This design comes from an exercise in tuning for small area on the open sky130 flow, not from production work.
At most, simulation tests tie the RTL to the original design; equivalence was not proved.

==> flow/design.v <==
module ALU_ADD (
    input [15:0] a,
    input [15:0] b,
    input ci,
    output [15:0] s,
    output co,
    output eq
);
wire [17:0] t = {1'b0, a, 1'b1} + {1'b0, b, ci};
assign s = t[16:1];
assign co = t[17];
assign eq = &(a ^ b);
endmodule
module ALU_SHIFT (
    input [15:0] a,
    input [3:0] n,
    input right,
    output [15:0] y           
);
wire [15:0] arev;
genvar g;
generate for (g = 0; g < 16; g = g + 1) begin : rev
    assign arev[g] = a[15-g];
end endgenerate
wire [15:0] x = right ? arev : a;
assign y = x << n;
endmodule
module ALU_RESULT (
    input [15:0] a,
    input [15:0] b,
    input [15:0] sum,
    input [15:0] sh,
    input [15:0] ld,
    input gt,
    input s_sum, s_not, s_shl, s_shr, s_and, s_or, s_gt, s_ld,
    output [15:0] y
);
wire [15:0] shrev;
genvar g;
generate for (g = 0; g < 16; g = g + 1) begin : rev
    assign shrev[g] = sh[15-g];
end endgenerate
assign y = ({16{s_sum}} & sum)
         | ({16{s_not}} & ~a)
         | ({16{s_shl}} & sh)
         | ({16{s_shr}} & shrev)
         | ({16{s_and}} & (a & b))
         | ({16{s_or}} & (a | b))
         | ({16{s_ld}} & ld)
         | {15'd0, s_gt & gt};
endmodule
module REG_FILE_MODULE (
    input clk,
    input [7:0] we,           
    input [15:0] wd,
    output [127:0] q          
);
reg [15:0] r0, r1, r2, r3, r4, r5, r6, r7;
always @(posedge clk) begin
    if (we[0]) r0 <= wd;
    if (we[1]) r1 <= wd;
    if (we[2]) r2 <= wd;
    if (we[3]) r3 <= wd;
    if (we[4]) r4 <= wd;
    if (we[5]) r5 <= wd;
    if (we[6]) r6 <= wd;
    if (we[7]) r7 <= wd;
end
assign q = {r7, r6, r5, r4, r3, r2, r1, r0};
endmodule
module RD_PORT (
    input [127:0] q,
    input [7:0] sel,
    output [15:0] d
);
integer i;
reg [15:0] t;
always @(*) begin
    t = 16'd0;
    for (i = 0; i < 8; i = i + 1) t = t | ({16{sel[i]}} & q[i*16 +: 16]);
end
assign d = t;
endmodule
module top_module (
    input clk,
    input rst,
    output [15:0] imem_addr,
    input  [15:0] imem_data,
    output dmem_we,
    output dmem_re,
    output [15:0] dmem_addr,
    output [15:0] dmem_wdata,
    input  [15:0] dmem_rdata
);
    wire [15:0] ins = imem_data;
    wire [3:0] op = ins[15:12];
    wire [2:0] rs = ins[11:9];
    wire [2:0] rt = ins[8:6];
    wire [2:0] rd = ins[5:3];
    wire [15:0] sx = {{10{ins[5]}}, ins[5:0]};
    reg [15:1] pc;
    assign imem_addr = {pc, 1'b0};
    wire is_lw  = (op == 4'b0000);
    wire is_sw  = (op == 4'b0001);
    wire is_sub = (op == 4'b0011);
    wire is_not = (op == 4'b0100);
    wire is_shl = (op == 4'b0101);
    wire is_shr = (op == 4'b0110);
    wire is_and = (op == 4'b0111);
    wire is_or  = (op == 4'b1000);
    wire is_gt  = (op == 4'b1001);
    wire is_beq = (op == 4'b1011);
    wire is_bne = (op == 4'b1100);
    wire is_j   = (op == 4'b1101);
    wire is_mem = is_lw | is_sw;
    wire is_add = (op == 4'b0010) | (op == 4'b1010) | (op == 4'b1110) | (op == 4'b1111);
    wire wen = ~(is_sw | is_beq | is_bne | is_j);
    wire [127:0] q;
    wire [15:0] a, b, wd;
    wire [2:0] wa = is_lw ? rt : rd;
    wire [7:0] we, ra1, ra2;
    genvar g;
    generate for (g = 0; g < 8; g = g + 1) begin : dec
        assign we[g]  = rst | (wen & (wa == g));
        assign ra1[g] = (rs == g);
        assign ra2[g] = (rt == g);
    end endgenerate
    REG_FILE_MODULE gpr (.clk(clk), .we(we), .wd(wd), .q(q));
    RD_PORT rp1 (.q(q), .sel(ra1), .d(a));
    RD_PORT rp2 (.q(q), .sel(ra2), .d(b));
    wire sub = ~(is_add | is_mem);
    wire [15:0] sum;
    wire co, eq;
    ALU_ADD add (.a(a), .b((is_mem ? sx : b) ^ {16{sub}}), .ci(sub), .s(sum), .co(co), .eq(eq));
    wire gt = co & ~eq;            
    wire [15:0] sh;
    ALU_SHIFT shf (.a(a), .n(b[3:0]), .right(is_shr), .y(sh));
    wire big = |b[15:4];
    wire nr = ~rst;
    ALU_RESULT resm (
        .a(a), .b(b), .sum(sum), .sh(sh), .ld(dmem_rdata), .gt(gt),
        .s_sum(nr & (is_add | is_sub)), .s_not(nr & is_not),
        .s_shl(nr & is_shl & ~big), .s_shr(nr & is_shr & ~big),
        .s_and(nr & is_and), .s_or(nr & is_or), .s_gt(nr & is_gt), .s_ld(nr & is_lw),
        .y(wd)
    );
    assign dmem_we = is_sw;
    assign dmem_re = is_lw;
    assign dmem_addr = sum;
    assign dmem_wdata = b;
    wire taken = (is_beq & eq) | (is_bne & ~eq);
    wire [16:0] pct = {1'b0, pc, 1'b1} + {1'b0, taken ? sx[14:0] : 15'd0, 1'b1};
    wire [15:1] pcn = pct[15:1];
    always @(posedge clk) begin
        if (rst) pc <= 15'd0;
        else if (is_j) pc <= {pcn[15:13], ins[11:0]};
        else pc <= pcn;
    end
endmodule
export LEC_CHECK = 0
export CAP_MARGIN = 20
export CORE_MARGIN = 2
export CORE_UTILIZATION = 40
export CTS_BUF_LIST = sky130_fd_sc_hd__clkbuf_8
export GPL_TIMING_DRIVEN = 0
export PLACE_DENSITY = 0.6
export SLEW_MARGIN = 20
export SYNTH_HIERARCHICAL = 1
create_clock -name core_clock -period 6.5 [get_ports {clk}]
standard.sh (not shown) runs the stock make flow with config.mk's settings and CLKGATE_MAP_FILE= SYNTH_SCRIPT=/design/flow/synth_recipe.tcl, a recipe that flattens the netlist after the stock synthesis.
==> flow/flow/run.sh <==
#!/bin/bash
# The standard layout (standard.sh) with three changes:
#  - synthesis: no full-adder extraction or Kogge-Stone adders, and the final
#    ABC mapping is for area (flow/area.abc) except for the modules in
#    SPEED_MODULES, which keep ORFS's own ABC script. Every step before ABC,
#    and so every register and its cell type, is the standard synthesis's;
#  - every port still gets a buffer, but a sky130_fd_sc_hd__buf_1.
# Output of the make run: flow_make.log (ORFS's own logs under orfs/logs).
set -euo pipefail
HERE=$(pwd)
sed "s#SYNTH_SCRIPT=[^ ]*#SYNTH_SCRIPT=$HERE/flow/synth_area.tcl ADDER_MAP_FILE= SYNTH_OPERATIONS_ARGS=-noshare#" standard.sh > standard_area.sh
export AREA_ABC_SCRIPT=$HERE/flow/area.abc
export SPEED_MODULES=""
export BUFFER_PORTS_ARGS="-buffer_cell sky130_fd_sc_hd__buf_1"
bash standard_area.sh "$@" > flow_make.log 2>&1
==> flow/flow/area.abc <==
strash
dch
amap
==> flow/flow/synth_area.tcl <==
# synth_recipe.tcl with the final abc call split: ORFS's script for the
# modules in SPEED_MODULES, then the area script for everything left.
proc synth {args} { yosys synth -nofsm -noshare {*}$args }
proc abc {args} {
  foreach m $::env(SPEED_MODULES) {
    yosys abc {*}$args $m
  }
  set i [lsearch -exact $args -script]
  if { $i >= 0 } { lset args [expr { $i + 1 }] $::env(AREA_ABC_SCRIPT) }
  yosys abc {*}$args
}
source $::env(SCRIPTS_DIR)/synth.tcl
# left out here: clear keep_hierarchy, flatten, clean up, hide names made inside functions, write 1_2_yosys.v
Next try:
--- a/flow/design.v
+++ b/flow/design.v
@@ -149,11 +149,27 @@
     assign dmem_addr = sum;
     assign dmem_wdata = b;
     wire taken = (is_beq & eq) | (is_bne & ~eq);
-    wire [16:0] pct = {1'b0, pc, 1'b1} + {1'b0, taken ? sx[14:0] : 15'd0, 1'b1};
-    wire [15:1] pcn = pct[15:1];
+    wire [15:1] pc_seq, pc_br;
+    PC_NEXT pcn (.pc(pc), .imm(ins[5:0]), .seq(pc_seq), .br(pc_br));
     always @(posedge clk) begin
         if (rst) pc <= 15'd0;
-        else if (is_j) pc <= {pcn[15:13], ins[11:0]};
-        else pc <= pcn;
+        else if (is_j) pc <= {pc_seq[15:13], ins[11:0]};
+        else if (taken) pc <= pc_br;
+        else pc <= pc_seq;
     end
 endmodule
+module PC_NEXT (
+    input [15:1] pc,
+    input [5:0] imm,
+    output [15:1] seq,
+    output [15:1] br
+);
+wire [8:0] hi = pc[15:7];
+wire [8:0] hi_inc = hi + 9'd1;
+wire [8:0] hi_dec = hi - 9'd1;
+wire [6:0] lo_seq = {1'b0, pc[6:1]} + 7'd1;
+wire [7:0] lo_brt = {1'b0, pc[6:1], 1'b1} + {1'b0, imm, 1'b1};
+wire [6:0] lo_br = lo_brt[7:1];
+assign seq = {lo_seq[6] ? hi_inc : hi, lo_seq[5:0]};
+assign br = {(lo_br[6] & ~imm[5]) ? hi_inc : ((~lo_br[6] & imm[5]) ? hi_dec : hi), lo_br[5:0]};
+endmodule
=>
- setup slack is worse by 0.015 ns
- die area went up by 3.2%
- cell area went up by 1.6%
- wire length went up by 4.4%
- area after synthesis went up by 3.3%
- utilization went down by 1.0 points
The RTL of the second run of this note was laid out without a check of its function.

## what the ideal ports hide
No port has a modelled driver above. Below, the same layouts with a new extraction and two added sets of constraints. Step 1 assumes that a clkbuf_16 drives the clock port and a buf_2 every other input. Step 2 adds t to the input delays and takes it off the output delays; t is the mean of the earliest and latest rising clock arrival at the registers after step 1. Input paths then give back, and output paths get back, about the clock's delay inside the block. a / b / c = no drivers / after step 1 / after step 2; a / b = the first two.
run	shift t [ns]	setup WS [ns]	latest minus earliest clock arrival (ns)
the first run	0.490	0.141 / 0.119 / -0.191	0.022 / 0.022
the second run	0.498	0.126 / 0.103 / 0.103	0.016 / 0.016
Met with ideal ports but missed after step 2: setup timing in the first run. For the first run, which loses most, drivers alone change the setup slack by -0.022 ns; drivers and shift together by -0.332 ns.
